Context: an optimization exercise on an open-source flow, tuned for small area. The choices shown serve that exercise and are no tape-out recipe.
Function was not checked in any run shown here: the RTL went through the layout flow alone.
Power and IR drop assume default switching activity.

==> design/flow/design.v <==
module mfe_led7seg_74hc595_controller (
    clk,
    rst,
    dat,
    sclk,
    rclk,
    dio
    );
input           clk;
input           rst;
input  [63 : 0] dat;      
output          sclk;
output          rclk;
output          dio;
reg  [7 : 0] div;         
reg  [5 : 0] slot;        
reg          first;       
reg  [2 : 0] dig;         
wire [7 : 0] seg_reg;     
wire [7 : 0] div_d;
wire [5 : 0] slot_d;
wire         first_d;
wire [2 : 0] dig_d;
always @(posedge clk) begin
    div   <= div_d;
    slot  <= slot_d;
    first <= first_d;
    dig   <= dig_d;
end
wire n64, n31, z61n, div0, div1, z, x75, x43, x, xn;
mfe_led7seg_74hc595_g_nor3  u_n64  (.a(div[6]), .b(div[5]), .c(div[4]), .y(n64));
mfe_led7seg_74hc595_g_nor3  u_n31  (.a(div[3]), .b(div[2]), .c(div[1]), .y(n31));
mfe_led7seg_74hc595_g_nand2 u_z61n (.a(n64), .b(n31), .y(z61n));
mfe_led7seg_74hc595_g_nor3  u_div0 (.a(z61n), .b(div[0]), .c(div[7]), .y(div0));
mfe_led7seg_74hc595_g_nor2n u_div1 (.a(z61n), .b(div[7]), .c(div[0]), .y(div1));
mfe_led7seg_74hc595_g_nor2  u_z    (.a(z61n), .b(div[0]), .y(z));
mfe_led7seg_74hc595_g_xor2  u_x75  (.a(div[7]), .b(div[5]), .y(x75));
mfe_led7seg_74hc595_g_xor2  u_x43  (.a(div[4]), .b(div[3]), .y(x43));
mfe_led7seg_74hc595_g_xor2  u_x    (.a(x75), .b(x43), .y(x));
mfe_led7seg_74hc595_g_xnor2 u_xn   (.a(x), .b(z), .y(xn));
mfe_led7seg_74hc595_g_nor2  u_d0   (.a(rst), .b(xn), .y(div_d[0]));
genvar i;
generate
    for (i = 1; i < 8; i = i + 1) begin : div_g
        mfe_led7seg_74hc595_g_andn u_d (.a(rst), .b(div[i - 1]), .y(div_d[i]));
    end
endgenerate
wire [5 : 0] tgl;
wire         a;
assign tgl[0] = div1;
mfe_led7seg_74hc595_g_and2 u_a  (.a(div1), .b(slot[0]), .y(a));
mfe_led7seg_74hc595_g_andn u_t1 (.a(slot[5]), .b(a), .y(tgl[1]));
mfe_led7seg_74hc595_g_and2 u_t2 (.a(a), .b(slot[1]), .y(tgl[2]));
mfe_led7seg_74hc595_g_and2 u_t3 (.a(tgl[2]), .b(slot[2]), .y(tgl[3]));
mfe_led7seg_74hc595_g_and2 u_t4 (.a(tgl[3]), .b(slot[3]), .y(tgl[4]));
mfe_led7seg_74hc595_g_a22o u_t5 (.a1(tgl[4]), .a2(slot[4]), .b1(a), .b2(slot[5]), .y(tgl[5]));
generate
    for (i = 0; i < 6; i = i + 1) begin : slot_g
        mfe_led7seg_74hc595_g_tbit u_s (.rst(rst), .q(slot[i]), .t(tgl[i]), .y(slot_d[i]));
    end
endgenerate
wire inc, i1, i2, end0n, hd, cap, c0, c1;
wire [7 : 0] sel;
mfe_led7seg_74hc595_g_and3n u_inc (.a(slot[0]), .b(div1), .c(slot[5]), .y(inc));
mfe_led7seg_74hc595_g_and2  u_i1  (.a(inc), .b(dig[0]), .y(i1));
mfe_led7seg_74hc595_g_and2  u_i2  (.a(i1), .b(dig[1]), .y(i2));
mfe_led7seg_74hc595_g_tbit  u_g0  (.rst(rst), .q(dig[0]), .t(inc), .y(dig_d[0]));
mfe_led7seg_74hc595_g_tbit  u_g1  (.rst(rst), .q(dig[1]), .t(i1), .y(dig_d[1]));
mfe_led7seg_74hc595_g_tbit  u_g2  (.rst(rst), .q(dig[2]), .t(i2), .y(dig_d[2]));
mfe_led7seg_74hc595_g_nand3 u_end (.a(div0), .b(slot[5]), .c(slot[0]), .y(end0n));
mfe_led7seg_74hc595_g_a21o  u_f   (.a1(first), .a2(end0n), .b1(rst), .y(first_d));
mfe_led7seg_74hc595_g_andn  u_hd  (.a(rst), .b(end0n), .y(hd));
mfe_led7seg_74hc595_g_nor2  u_cap (.a(rst), .b(end0n), .y(cap));
mfe_led7seg_74hc595_g_andn  u_c0  (.a(dig[2]), .b(cap), .y(c0));
mfe_led7seg_74hc595_g_and2  u_c1  (.a(dig[2]), .b(cap), .y(c1));
mfe_led7seg_74hc595_g_nor2n u_s0  (.a(dig[1]), .b(dig[0]), .c(c0), .y(sel[0]));
mfe_led7seg_74hc595_g_and3n u_s1  (.a(dig[1]), .b(c0), .c(dig[0]), .y(sel[1]));
mfe_led7seg_74hc595_g_and3n u_s2  (.a(dig[0]), .b(c0), .c(dig[1]), .y(sel[2]));
mfe_led7seg_74hc595_g_and3  u_s3  (.a(c0), .b(dig[1]), .c(dig[0]), .y(sel[3]));
mfe_led7seg_74hc595_g_nor2n u_s4  (.a(dig[1]), .b(dig[0]), .c(c1), .y(sel[4]));
mfe_led7seg_74hc595_g_and3n u_s5  (.a(dig[1]), .b(c1), .c(dig[0]), .y(sel[5]));
mfe_led7seg_74hc595_g_and3n u_s6  (.a(dig[0]), .b(c1), .c(dig[1]), .y(sel[6]));
mfe_led7seg_74hc595_g_and3  u_s7  (.a(c1), .b(dig[1]), .c(dig[0]), .y(sel[7]));
mfe_led7seg_74hc595_snap snap (
    .clk  (clk),
    .sel  (sel),
    .hd   (hd),
    .dat  (dat),
    .q    (seg_reg)
    );
wire v, nz, w, u, m_hi, m_lo, m_s, e0, e1, e2, pbit, ms;
mfe_led7seg_74hc595_g_o21a  u_rclk (.a1(div1), .a2(slot[0]), .b1(slot[5]), .y(rclk));
mfe_led7seg_74hc595_g_andn  u_v    (.a(slot[5]), .b(slot[0]), .y(v));
mfe_led7seg_74hc595_g_or4   u_nz   (.a(slot[4]), .b(slot[3]), .c(slot[2]), .d(slot[1]), .y(nz));
mfe_led7seg_74hc595_g_or3n  u_w    (.a(slot[5]), .b(nz), .c(first), .y(w));
mfe_led7seg_74hc595_g_andn  u_u    (.a(slot[0]), .b(w), .y(u));
mfe_led7seg_74hc595_g_mux2  u_sclk (.a0(u), .a1(v), .s(div1), .y(sclk));
mfe_led7seg_74hc595_g_mux4  u_mhi  (.a0(seg_reg[7]), .a1(seg_reg[6]), .a2(seg_reg[5]), .a3(seg_reg[4]),
                                    .s0(slot[1]), .s1(slot[2]), .y(m_hi));
mfe_led7seg_74hc595_g_mux4  u_mlo  (.a0(seg_reg[3]), .a1(seg_reg[2]), .a2(seg_reg[1]), .a3(seg_reg[0]),
                                    .s0(slot[1]), .s1(slot[2]), .y(m_lo));
mfe_led7seg_74hc595_g_mux2  u_ms   (.a0(m_hi), .a1(m_lo), .s(slot[3]), .y(m_s));
mfe_led7seg_74hc595_g_xor2  u_e0   (.a(dig[0]), .b(slot[1]), .y(e0));
mfe_led7seg_74hc595_g_xor2  u_e1   (.a(dig[1]), .b(slot[2]), .y(e1));
mfe_led7seg_74hc595_g_xor2  u_e2   (.a(dig[2]), .b(slot[3]), .y(e2));
mfe_led7seg_74hc595_g_and4n u_pbit (.a(first), .b(e0), .c(e1), .d(e2), .y(pbit));
mfe_led7seg_74hc595_g_andn  u_mss  (.a(slot[5]), .b(m_s), .y(ms));
mfe_led7seg_74hc595_g_mux2  u_dio  (.a0(ms), .a1(pbit), .s(slot[4]), .y(dio));
endmodule
module mfe_led7seg_74hc595_g_nor2 (a, b, y);
input a, b; output y;
assign y = ~(a | b);
endmodule
module mfe_led7seg_74hc595_g_nor3 (a, b, c, y);
input a, b, c; output y;
assign y = ~(a | b | c);
endmodule
module mfe_led7seg_74hc595_g_nor2n (a, b, c, y);
input a, b, c; output y;
assign y = ~(a | b) & c;
endmodule
module mfe_led7seg_74hc595_g_nand2 (a, b, y);
input a, b; output y;
assign y = ~(a & b);
endmodule
module mfe_led7seg_74hc595_g_nand3 (a, b, c, y);
input a, b, c; output y;
assign y = ~(a & b & c);
endmodule
module mfe_led7seg_74hc595_g_and2 (a, b, y);
input a, b; output y;
assign y = a & b;
endmodule
module mfe_led7seg_74hc595_g_and3 (a, b, c, y);
input a, b, c; output y;
assign y = a & b & c;
endmodule
module mfe_led7seg_74hc595_g_andn (a, b, y);
input a, b; output y;
assign y = ~a & b;
endmodule
module mfe_led7seg_74hc595_g_and3n (a, b, c, y);
input a, b, c; output y;
assign y = ~a & b & c;
endmodule
module mfe_led7seg_74hc595_g_and4n (a, b, c, d, y);
input a, b, c, d; output y;
assign y = ~a & b & c & d;
endmodule
module mfe_led7seg_74hc595_g_or4 (a, b, c, d, y);
input a, b, c, d; output y;
assign y = a | b | c | d;
endmodule
module mfe_led7seg_74hc595_g_or3n (a, b, c, y);
input a, b, c; output y;
assign y = a | b | ~c;
endmodule
module mfe_led7seg_74hc595_g_xor2 (a, b, y);
input a, b; output y;
assign y = a ^ b;
endmodule
module mfe_led7seg_74hc595_g_xnor2 (a, b, y);
input a, b; output y;
assign y = ~(a ^ b);
endmodule
module mfe_led7seg_74hc595_g_a21o (a1, a2, b1, y);
input a1, a2, b1; output y;
assign y = (a1 & a2) | b1;
endmodule
module mfe_led7seg_74hc595_g_o21a (a1, a2, b1, y);
input a1, a2, b1; output y;
assign y = (a1 | a2) & b1;
endmodule
module mfe_led7seg_74hc595_g_a22o (a1, a2, b1, b2, y);
input a1, a2, b1, b2; output y;
assign y = (a1 & a2) | (b1 & b2);
endmodule
module mfe_led7seg_74hc595_g_mux2 (a0, a1, s, y);
input a0, a1, s; output y;
assign y = s ? a1 : a0;
endmodule
module mfe_led7seg_74hc595_g_mux4 (a0, a1, a2, a3, s0, s1, y);
input a0, a1, a2, a3, s0, s1; output y;
assign y = s1 ? (s0 ? a3 : a2) : (s0 ? a1 : a0);
endmodule
module mfe_led7seg_74hc595_g_tbit (rst, q, t, y);
input rst, q, t; output y;
wire xn;
mfe_led7seg_74hc595_g_xnor2 u_xn (.a(q), .b(t), .y(xn));
mfe_led7seg_74hc595_g_nor2  u_y  (.a(rst), .b(xn), .y(y));
endmodule
module mfe_led7seg_74hc595_controller_wrapper (
    clk,
    rst,
    dat,
    vld,
    sclk,
    rclk,
    dio
    );
input           clk;
input           rst;
input  [63 : 0] dat;
input           vld;
output          sclk;
output          rclk;
output          dio;
wire [63 : 0] dat_reg;
mfe_led7seg_74hc595_store #(.W(64)) store (
    .clk  (clk),
    .ld   (vld & ~rst),
    .hd   (~vld & ~rst),
    .d    (dat),
    .q    (dat_reg)
    );
mfe_led7seg_74hc595_controller led7seg_74hc595_ctrl (
    .clk  (clk),
    .rst  (rst),
    .dat  (dat_reg),
    .sclk (sclk),
    .rclk (rclk),
    .dio  (dio)
    );
endmodule
module mfe_led7seg_74hc595_store #(
    parameter W = 64
    ) (
    clk,
    ld,
    hd,
    d,
    q
    );
input             clk;
input             ld;
input             hd;
input  [W - 1 : 0] d;
output [W - 1 : 0] q;
reg    [W - 1 : 0] q;
always @(posedge clk) begin
    q <= ({W{ld}} & d) | ({W{hd}} & q);
end
endmodule
module mfe_led7seg_74hc595_snap (
    clk,
    sel,
    hd,
    dat,
    q
    );
input             clk;
input  [7 : 0]    sel;
input             hd;
input  [63 : 0]   dat;
output [7 : 0]    q;
reg    [7 : 0]    q;
wire   [7 : 0]    t0;
wire   [7 : 0]    t1;
wire   [7 : 0]    t2;
wire   [7 : 0]    nxt;
genvar i;
generate
    for (i = 0; i < 8; i = i + 1) begin : bit_g
        mfe_led7seg_74hc595_aoi222 g0 (
            .a1 (sel[0]), .a2 (dat[i]),
            .b1 (sel[1]), .b2 (dat[8 + i]),
            .c1 (sel[2]), .c2 (dat[16 + i]),
            .y  (t0[i])
            );
        mfe_led7seg_74hc595_aoi222 g1 (
            .a1 (sel[3]), .a2 (dat[24 + i]),
            .b1 (sel[4]), .b2 (dat[32 + i]),
            .c1 (sel[5]), .c2 (dat[40 + i]),
            .y  (t1[i])
            );
        mfe_led7seg_74hc595_aoi222 g2 (
            .a1 (sel[6]), .a2 (dat[48 + i]),
            .b1 (sel[7]), .b2 (dat[56 + i]),
            .c1 (hd),     .c2 (q[i]),
            .y  (t2[i])
            );
        assign nxt[i] = ~(t0[i] & t1[i] & t2[i]);
    end
endgenerate
always @(posedge clk) begin
    q <= nxt;
end
endmodule
module mfe_led7seg_74hc595_aoi222 (
    a1,
    a2,
    b1,
    b2,
    c1,
    c2,
    y
    );
input  a1;
input  a2;
input  b1;
input  b2;
input  c1;
input  c2;
output y;
assign y = ~((a1 & a2) | (b1 & b2) | (c1 & c2));
endmodule
==> design/flow/flow/run.sh <==
#!/bin/bash
# Standard ORFS layout, with the port buffers made from the smallest buffer
# cell, and a clock tree of a few leaf clusters without dummy loads.
set -euo pipefail
export BUFFER_PORTS_ARGS="-buffer_cell sky130_fd_sc_hd__buf_1"
export RECOVER_POWER=100
export CTS_ARGS="-sink_clustering_enable -repair_clock_nets -dont_use_dummy_load -buf_list sky130_fd_sc_hd__clkbuf_8 -sink_clustering_size 30 -sink_clustering_max_diameter 200"
bash standard.sh > standard.log 2>&1
==> design/flow/standard.sh <==
#!/bin/bash
# synth_recipe.tcl (not shown) runs the flow's synth.tcl, then flattens the netlist and writes it again
# the make line also repeats each setting of config.mk as NAME=value (left out here)
make -C /OpenROAD-flow-scripts/flow DESIGN_CONFIG=/design/flow/config.mk WORK_HOME=/design/flow/orfs CLKGATE_MAP_FILE= SYNTH_SCRIPT=/design/flow/synth_recipe.tcl "${@:-finish}"
==> design/flow/config.mk <==
export PLATFORM = sky130hd
export DESIGN_NAME = mfe_led7seg_74hc595_controller_wrapper
export DESIGN_NICKNAME = mfe_led7seg_74hc595_controller_wrapper
export VERILOG_FILES = /design/flow/design.v
export SDC_FILE = /design/flow/constraint.sdc
export NUM_CORES = 4
export LEC_CHECK = 0
export CAP_MARGIN = 20
export CORE_MARGIN = 2
export CORE_UTILIZATION = 40
export SLEW_MARGIN = 20
export SYNTH_HIERARCHICAL = 1
==> design/flow/constraint.sdc <==
create_clock -name core_clock -period 5.0 [get_ports {clk}]
set_input_delay 1.0000 -clock core_clock [delete_from_list [all_inputs] [get_ports {clk}]]
set_output_delay 1.0000 -clock core_clock [all_outputs]
set_load 0.01 [all_outputs]
==> summary.txt, run 1 <==
Clock network
  • H-tree levels: 3
  • Clock Sinks: 90
  • Buffer count from post-CTS setup fixing: 0
  • CTS max path bufs: 2
  • Hold_buf cts: 0
  • Post-CTS Resized: 0
  • CTS tree: yes
  • CTS Buf Count: 9
  • Clk pin slew, worst setup/hold paths: 0.08 ns
  • Worst-Skew Late Latency: 0.35 ns
  • Clock root buffer master: clkbuf_8

Finish
  • Layout Utilization: 0.449
  • Multi-input gate area: 1530 um^2
  • N_diodes: 0
  • Area delta synth->final: 10.2%
  • FF+latch area: 1800 um^2
  • Post-Layout Cell Count: 450
  • FILL cells: 849
  • Final layout net count: 411
  • Ratio of cells with drive above 1 in the final layout: 0.102

Timing
  • RSZ-0062 raised after global routing: false
  • Max Fclk: 272 MHz
  • Final Slew Violations: 58
  • Setup violators final: 0
  • Slew headroom: -0.131
  • Fin Clk Skew: 0.0166 ns
  • Fin. Hold Viols: 0
  • Min Clock Period, post-route: 3.68 ns
  • Crit share post-route: 0.735
  • Least-Margin Pin Slew: 1.70 ns
  • Setup TNS: 0 ns

Logic synthesis
  • Async S/R FF share, synth: 0
  • Yosys reg bits: 90
  • Synth area leader: dfxtp_1
  • Top cells by area, synth: dfxtp_1 51%, a22o_1 16%, a222oi_1 6.9%, nor2b_4 5.5%, buf_6 4.5%
  • Synth unique cells: 23
  • Mapped Cells: 276
  • Sequential fraction of the synthesis area: 0.514
  • Post-synth EDFFs: 0
  • Post-synthesis average cell area: 12.7 um^2
  • Synth top area share: 0.514
  • Main combinational cell family by area after synthesis: compound AO/OA/AOI/OAI gates
  • Synth Area in Adders: 0
  • Synth Net Count: 343
  • Synth Area in Compound Gates: 0.237
  • Top_reg_cell synth: dfxtp_1
  • Most numerous cell in the Yosys netlist: dfxtp_1
  • Post-Synthesis Cell Area: 3500 um^2
  • Multiplexer area fraction after synthesis: 0.0257
  • Synth warnings: 9
  • Most common library cells after synthesis: 90 x dfxtp_1, 62 x a22o_1, 24 x a222oi_1
  • Synth Area in XOR/XNOR: 0.0400
  • Synth Area in Simple Gates: 0.138

Run status
  • Failed Checks: max-capacitance violations, max-slew violations
  • Outcome: failed layout checks

Power
  • Power Density: 331 nW/um^2
  • Lkg Pwr: 1.48 nW
  • VDD IR max: 0.187 mV

Global routing
  • Largest net degree at the start of global routing: 35
  • Initial antenna violation count: 0
  • Total gr overflow: 0
  • Vias in the first global route: 2518
  • First-pass GRT wire length: 12.6 mm
  • Total track usage: 0.167

Run
  • Max-cap violation count: 2

Min path
  • Worst hold path class: reg -> reg

Setup path
  • Crit path DAT: 3.95 ns
  • Setup crit start kind: input port
  • Critical Path RT: 5.28 ns
  • Worst Path Max Fanout: 34
  • WS Path Type: in -> reg
  • Critical path capture point type: flop

Detailed routing
  • DRC Markers: 0
  • Vias: 2517
  • Routed Antenna Nets: 0
  • Routed length per instance: 17.1 um
  • Number of detailed-route iterations in the first pass: 6
  • Routed vias/inst: 5.59
  • DR iter-0 viols: 207
  • Final wirelength: 7.70 mm

Floorplanning
  • Die Span Y: 97.6 um
  • Die footprint: 9520 um^2
  • CORE AREA: 8590 um^2
  • Initial core utilization: 0.408
  • IO Count: 70
  • Rows: 34
  • Die X-Extent: 97.6 um

Placed design
  • IO Port Bufs: 69
  • Placer Congestion: 0.776
  • Detailed-placement wirelength estimate: 5.57 mm
  • Placed insts: 441
==> power breakdown <==
group / internal (mW) / switching, mW
registers: 0.755 / 0.0297
logic: 0.0631 / 0.0516
clock network: 0.161 / 0.219
total: 0.979 / 0.300
==> per-stage QoR <==
stage	instance area (um^2)	worst slack, ns	power (mW)	hold slack, ns
floorplan	3500	2.39	0.882	0.436
global placement	3760	2.07	0.919	0.451
detailed placement	3760	2.05	0.920	0.458
CTS	3890	1.78	1.30	0.477
global route	3860	1.11	1.34	0.490
finish	3860	1.32	1.28	0.474
==> Yosys stat by module (local to each module, per instance), excerpt <==
| module | cell area (um^2) | copies in the design |
|---|---|---|
| mfe_led7seg_74hc595_snap | 200 | 1 |
| mfe_led7seg_74hc595_g_mux4 | 22.5 | 2 |
| mfe_led7seg_74hc595_g_mux2 | 15.0 | 3 |
| mfe_led7seg_74hc595_g_nor2n | 12.5 | 3 |
| mfe_led7seg_74hc595_g_nor3 | 10.0 | 3 |
| mfe_led7seg_74hc595_g_and4n | 10.0 | 1 |
| mfe_led7seg_74hc595_g_and3n | 8.76 | 5 |
| mfe_led7seg_74hc595_g_xnor2 | 8.76 | 10 |
| mfe_led7seg_74hc595_g_xor2 | 8.76 | 6 |
| mfe_led7seg_74hc595_g_or3n | 8.76 | 1 |
| mfe_led7seg_74hc595_g_o21a | 7.51 | 1 |
| mfe_led7seg_74hc595_g_nand3 | 5.00 | 1 |
| mfe_led7seg_74hc595_g_nand2 | 3.75 | 1 |
==> sequential cells by signal (all words and copies together) (netlist names) <==
name                         cells
store.q                         64
led7seg_74hc595_ctrl.snap.q      8
led7seg_74hc595_ctrl.slot        6
led7seg_74hc595_ctrl.dig         3
led7seg_74hc595_ctrl.div         8
led7seg_74hc595_ctrl.first       1
==> layer usage <==
metal / GRT usage / vias to the layer above / share of wire
met2: 0.266 / 72 / 0.47
met4: 0.0716 / 0 / 0.024
met3: 0.0468 / 15 / 0.052
li1: - / 1225 / -
met1: 0.213 / 1205 / 0.46
met5: 0 / - / 0
==> cell type report <==
type | instances | area share
clock buffer | 9 | 0.0321
sequential | 90 | 0.467
timing repair buffer | 71 | 0.0700
multi-input combinational | 172 | 0.396
tap | 108 | 0.0350
==> final timing paths <==
kind                                     from                           end  slack, ns  cells after the start
hold reg to reg   led7seg_74hc595_ctrl.div[6]   led7seg_74hc595_ctrl.div[7]       0.47                      1
hold / removal    led7seg_74hc595_ctrl.div[6]   led7seg_74hc595_ctrl.div[7]       0.47                      1
setup reg to reg  led7seg_74hc595_ctrl.div[5]  led7seg_74hc595_ctrl.slot[5]       2.52                     10
setup / recovery                          rst                   store.q[10]       1.32                      4
==> cells in the final DEF (no fill, tap or decap), types with 3 or more instances in the layout <==
cell type / n
dfxtp_1: 90
buf_1: 68
a22o_1: 62
a222oi_1: 24
nor2b_4: 13
nor2_1: 12
xnor2_1: 10
nand3_1: 9
clkbuf_8: 9
xor2_1: 6
and2_1: 5
and3b_1: 5
a22o_2: 3
==> worst max-delay path, stage by stage <==
cell and delay [ns]:
clkbuf_1 0.62, nor2b_4 0.82, clkbuf_1 1.18, a22o_1 0.32
==> kinds of logic (layout without fill, tap and decap cells) <==
kind of cell / count (synthesis) / count (layout)
simple gates: 60 / 60
mux: 5 / 5
buf+inv: 14 / 80
compound gates: 91 / 91
flops: 90 / 90
xor+xnor: 16 / 16
==> run 2, diff against run 1 <==
==> design/flow/flow/run.sh (replaced) <==
#!/bin/bash
# Standard ORFS layout, with the port buffers made from the smallest buffer
# cell, and a clock tree of a few leaf clusters without dummy loads.
set -euo pipefail
export BUFFER_PORTS_ARGS="-buffer_cell sky130_fd_sc_hd__buf_1"
export CTS_ARGS="-sink_clustering_enable -repair_clock_nets -dont_use_dummy_load -buf_list sky130_fd_sc_hd__clkbuf_8 -sink_clustering_size 30 -sink_clustering_max_diameter 200"
bash standard.sh > standard.log 2>&1
==> run 2 against run 1 <==
Net effect: the run now finishes clean; clock-buffer cell count did not move; via count rose by 0.20%; synthesized area did not move; final cell count did not move; clock skew rose by 0.00055 ns; first-iteration DRC count rose by 3.9%; power rose by 0.28%; die area did not move; non-clock buffer count did not move; clock power barely moved; critical path depth rose by 1; highest routed layer unchanged.
==> summary.txt, run 2 <==
Run status
  • Outcome: timing/DRC/antenna clean

Placed design
  • Placer Congestion: 0.776 (unchanged)
  • Dpl ws: 2.05 ns (unchanged)
  • Placed Area: 3760 um^2 (unchanged)
  • IO Port Bufs: 69 (unchanged)
  • Detailed-placement wirelength estimate: 5.57 mm (unchanged)

Timing
  • Setup TNS: 0 ns (unchanged)
  • Final Slew Violations: 0 (-100%)
  • Final setup margin: 1.82 ns (+0.495 ns)
  • Least-Margin Pin Slew: 0.787 ns (-0.910 ns)
  • Setup violators final: 0 (unchanged)
  • RSZ-0062 raised after global routing: false
  • Min Clock Period, post-route: 3.18 ns (-0.495 ns)
  • Fin Clk Skew: 0.0172 ns (+0.000548 ns)
  • Fin. Hold Viols: 0 (unchanged)
  • Slew headroom: 0.475 (+0.607)
  • Max Fclk: 314 MHz (+16%)
  • Crit share post-route: 0.637 (-0.0989)

Logic synthesis
  • Most common library cells after synthesis: 90 x dfxtp_1, 62 x a22o_1, 24 x a222oi_1
  • Top cells by area, synth: dfxtp_1 51%, a22o_1 16%, a222oi_1 6.9%, nor2b_4 5.5%, buf_6 4.5%
  • Synth warnings: 9 (unchanged)
  • Synth top area share: 0.514 (unchanged)
  • Synth area leader: dfxtp_1
  • Sequential fraction of the synthesis area: 0.514 (unchanged)
  • Post-synth EDFFs: 0 (unchanged)
  • Main combinational cell family by area after synthesis: compound AO/OA/AOI/OAI gates
  • Synth Area in Simple Gates: 0.138 (unchanged)
  • Synth unique cells: 23 (unchanged)
  • Yosys reg bits: 90 (unchanged)
  • Synth Area in Compound Gates: 0.237 (unchanged)
  • Synth Net Count: 343 (unchanged)
  • Post-Synthesis Cell Area: 3500 um^2 (unchanged)
  • Mapped Cells: 276 (unchanged)
  • Most numerous cell in the Yosys netlist: dfxtp_1
  • Multiplexer area fraction after synthesis: 0.0257 (unchanged)
  • Async S/R FF share, synth: 0 (unchanged)
  • Synth Area in Adders: 0 (unchanged)
  • Synth Area in XOR/XNOR: 0.0400 (unchanged)
  • Top_reg_cell synth: dfxtp_1
  • Post-synthesis average cell area: 12.7 um^2 (unchanged)

Setup path
  • Crit path DAT: 2.18 ns (-1.77 ns)
  • Worst Path Max Fanout: 6 (-82%)
  • Most frequent CP cell: mux2_4
  • Setup crit start kind: flop
  • Critical Path Max Stage Delay: 0.54 ns (-0.64 ns)
  • Ordered cell list for the critical path: mux4_2 -> mux2_4 -> nor2b_4 -> mux2_4 -> buf_1
  • Critical path capture point type: primary output
  • Worst Path Buf+Inv: 1 (-1)
  • Worst path top cell family by delay: multiplexers
  • Critical Path RT: 4.00 ns (-1.28 ns)
  • CP max-delay cell: mux4_2
  • WS Path Type: reg -> out

Clock network
  • H-tree levels: 3 (unchanged)
  • Post-CTS Resized: 0 (unchanged)
  • CTS Buf Count: 9 (unchanged)
  • Worst-Skew Late Latency: 0.35 ns (about the same)
  • CTS max path bufs: 2 (unchanged)
  • Hold_buf cts: 0 (unchanged)
  • CTS tree: yes
  • Clk pin slew, worst setup/hold paths: 0.09 ns (about the same)
  • Clock root buffer master: clkbuf_8
  • Buffer count from post-CTS setup fixing: 0 (unchanged)
  • Clock Sinks: 90 (unchanged)

Detailed routing
  • Routed Antenna Nets: 0 (unchanged)
  • Routed length per instance: 17.2 um (+0.61%)
  • DRC Markers: 0 (unchanged)
  • DR iter-0 viols: 215 (+3.9%)
  • Number of detailed-route iterations in the first pass: 6 (unchanged)
  • Routed vias/inst: 5.60 (+0.20%)
  • Final wirelength: 7.75 mm (+0.61%)
  • Vias: 2522 (+0.20%)

Finish
  • Commonest non-fill, non-tap cells in the layout: 90 x dfxtp_1, 68 x buf_1, 62 x a22o_1, 24 x a222oi_1, 14 x nor2b_4
  • Number of flip-flops in the largest register: 64 (unchanged)
  • Biggest regs: store.q (64), led7seg_74hc595_ctrl.div (8), led7seg_74hc595_ctrl.snap.q (8)
  • Most common cell after layout, fill and taps aside: dfxtp_1
  • Most flop-heavy register: store.q
  • FILL cells: 846 (-0.35%)
  • Final std cell area, no fill: 3890 um^2 (+0.68%)
  • Final layout net count: 411 (unchanged)
  • Area delta synth->final: 11.0%
  • Layout Utilization: 0.452 (+0.00306)
  • Ratio of cells with drive above 1 in the final layout: 0.120 (+0.0175)
  • N_diodes: 0 (unchanged)

Global routing
  • Vias in the first global route: 2518 (unchanged)
  • Largest net degree at the start of global routing: 35 (unchanged)
  • Initial antenna violation count: 0 (unchanged)
  • Total gr overflow: 0 (unchanged)
  • First-pass GRT wire length: 12.6 mm (unchanged)
  • Total track usage: 0.167 (unchanged)

Power
  • VDD IR max: 0.187 mV (about the same)
  • Power Density: 330 nW/um^2 (-0.40%)
  • Lkg Pwr: 1.49 nW (+0.91%)

Floorplanning
  • CORE AREA: 8590 um^2 (unchanged)
  • Die Span Y: 97.6 um (unchanged)
  • Die X-Extent: 97.6 um (unchanged)
  • Rows: 34 (unchanged)
  • Die footprint: 9520 um^2 (unchanged)
  • IO Count: 70 (unchanged)
  • Initial core utilization: 0.408 (unchanged)

Run
  • Max-cap violation count: 0 (-2)

Min path
  • Worst hold path class: reg -> reg
run 2: layout make-up:
| class | count | area, um^2 | area share |
|---|---|---|---|
| clock buffers | 9 | 124 | 0.0319 |
| multi-input cells | 172 | 1550 | 0.399 |
| flip-flops and latches | 90 | 1800 | 0.464 |
| repair buffers | 71 | 275 | 0.0708 |
| well taps | 108 | 135 | 0.0348 |
run 2: power breakdown:
group          internal (mW)  total, mW  leakage [nW]  switching, mW
clock network          0.161      0.380        0.0647          0.219
logic                 0.0646      0.116         0.686         0.0518
registers              0.755      0.786         0.738         0.0311
total                  0.981       1.28          1.49          0.302
run 2: per-layer routing:
metal | up-vias | global-route usage | part of all wire
li1 | 1224 | - | -
met1 | 1196 | 0.213 | 0.45
met2 | 87 | 0.266 | 0.47
met3 | 15 | 0.0468 | 0.058
met4 | 0 | 0.0716 | 0.023
met5 | - | 0 | 0
run 2: metrics by stage:
| stage | std cells | hold WS (ns) | total power, mW |
|---|---|---|---|
| floorplan | 276 | 0.436 | 0.882 |
| global placement | 441 | 0.451 | 0.919 |
| detailed placement | 441 | 0.458 | 0.920 |
| CTS | 450 | 0.477 | 1.30 |
| global route | 450 | 0.490 | 1.34 |
| finish | 450 | 0.476 | 1.28 |
run 2: cells by family (layout without fill, tap and decap cells):
family                 Yosys count  count (layout)
AO/OA/AOI/OAI                   91              91
flip-flops                      90              90
AND/OR/NAND/NOR                 60              60
XOR/XNOR                        16              16
buffers and inverters           14              80
multiplexers                     5               5
run 2: modules after synthesis, one instance, submodules excluded, excerpt:
module | cells | copies in the design
mfe_led7seg_74hc595_snap | 16 | 1
mfe_led7seg_74hc595_g_mux4 | 1 | 2
mfe_led7seg_74hc595_g_nor2n | 1 | 3
mfe_led7seg_74hc595_aoi222 | 1 | 24
mfe_led7seg_74hc595_g_or3n | 1 | 1
mfe_led7seg_74hc595_g_a22o | 1 | 1
mfe_led7seg_74hc595_g_xor2 | 1 | 6
mfe_led7seg_74hc595_g_a21o | 1 | 1
mfe_led7seg_74hc595_g_o21a | 1 | 1
mfe_led7seg_74hc595_g_and2 | 1 | 7
mfe_led7seg_74hc595_g_and3 | 1 | 2
mfe_led7seg_74hc595_g_nand2 | 1 | 1
mfe_led7seg_74hc595_g_nor2 | 1 | 12
run 2: final timing paths:
path	to	startpoint	slack [ns]	depth (start not counted)
worst max-delay path	dio	led7seg_74hc595_ctrl.slot[1]	1.82	5
worst min-delay path	store.q[33]	store.q[33]	0.48	1
worst max register to register	led7seg_74hc595_ctrl.slot[5]	led7seg_74hc595_ctrl.div[5]	2.81	10
worst min register to register	store.q[33]	store.q[33]	0.48	1
run 2: worst register-to-register path, cell delays in order (launching register included):
cell     delay, ns
dfxtp_1       0.34
nor3_2        0.17
nand2_1       0.12
nor3b_2       0.35
and2_1        0.23
and2_1        0.18
and2_1        0.16
and2_1        0.16
a22o_1        0.16
xnor2_1       0.12
nor2_1        0.06

[port drivers added, routing unchanged]
How much do the figures lean on ideal ports? The routed layouts below were timed once more, with nothing changed but the port constraints.
Step 1 (the two cells are an assumption about what drives the block):
set clk [get_ports {clk}]
set_driving_cell -lib_cell sky130_fd_sc_hd__clkbuf_16 $clk
set_driving_cell -lib_cell sky130_fd_sc_hd__buf_2 [delete_from_list [all_inputs] $clk]
Step 2 times the ports against the registers' clock, not the clock port: input delays grow and output delays shrink by t, the midpoint of the rising clock arrivals with the driver on.
a / b / c = no drivers / after step 1 / after step 2; a / b = the first two.
run | t (ns) | slack for setup (ns) | worst register clock-pin slew, ns
run 1 | 0.377 | 1.323 / 1.335 / 0.959 | 0.09 / 0.09
run 2 | 0.376 | 1.817 / 1.785 / 2.050 | 0.09 / 0.09
The setup slack of run 1, which loses most, moves by +0.012 ns with the drivers and by -0.364 ns with both steps.
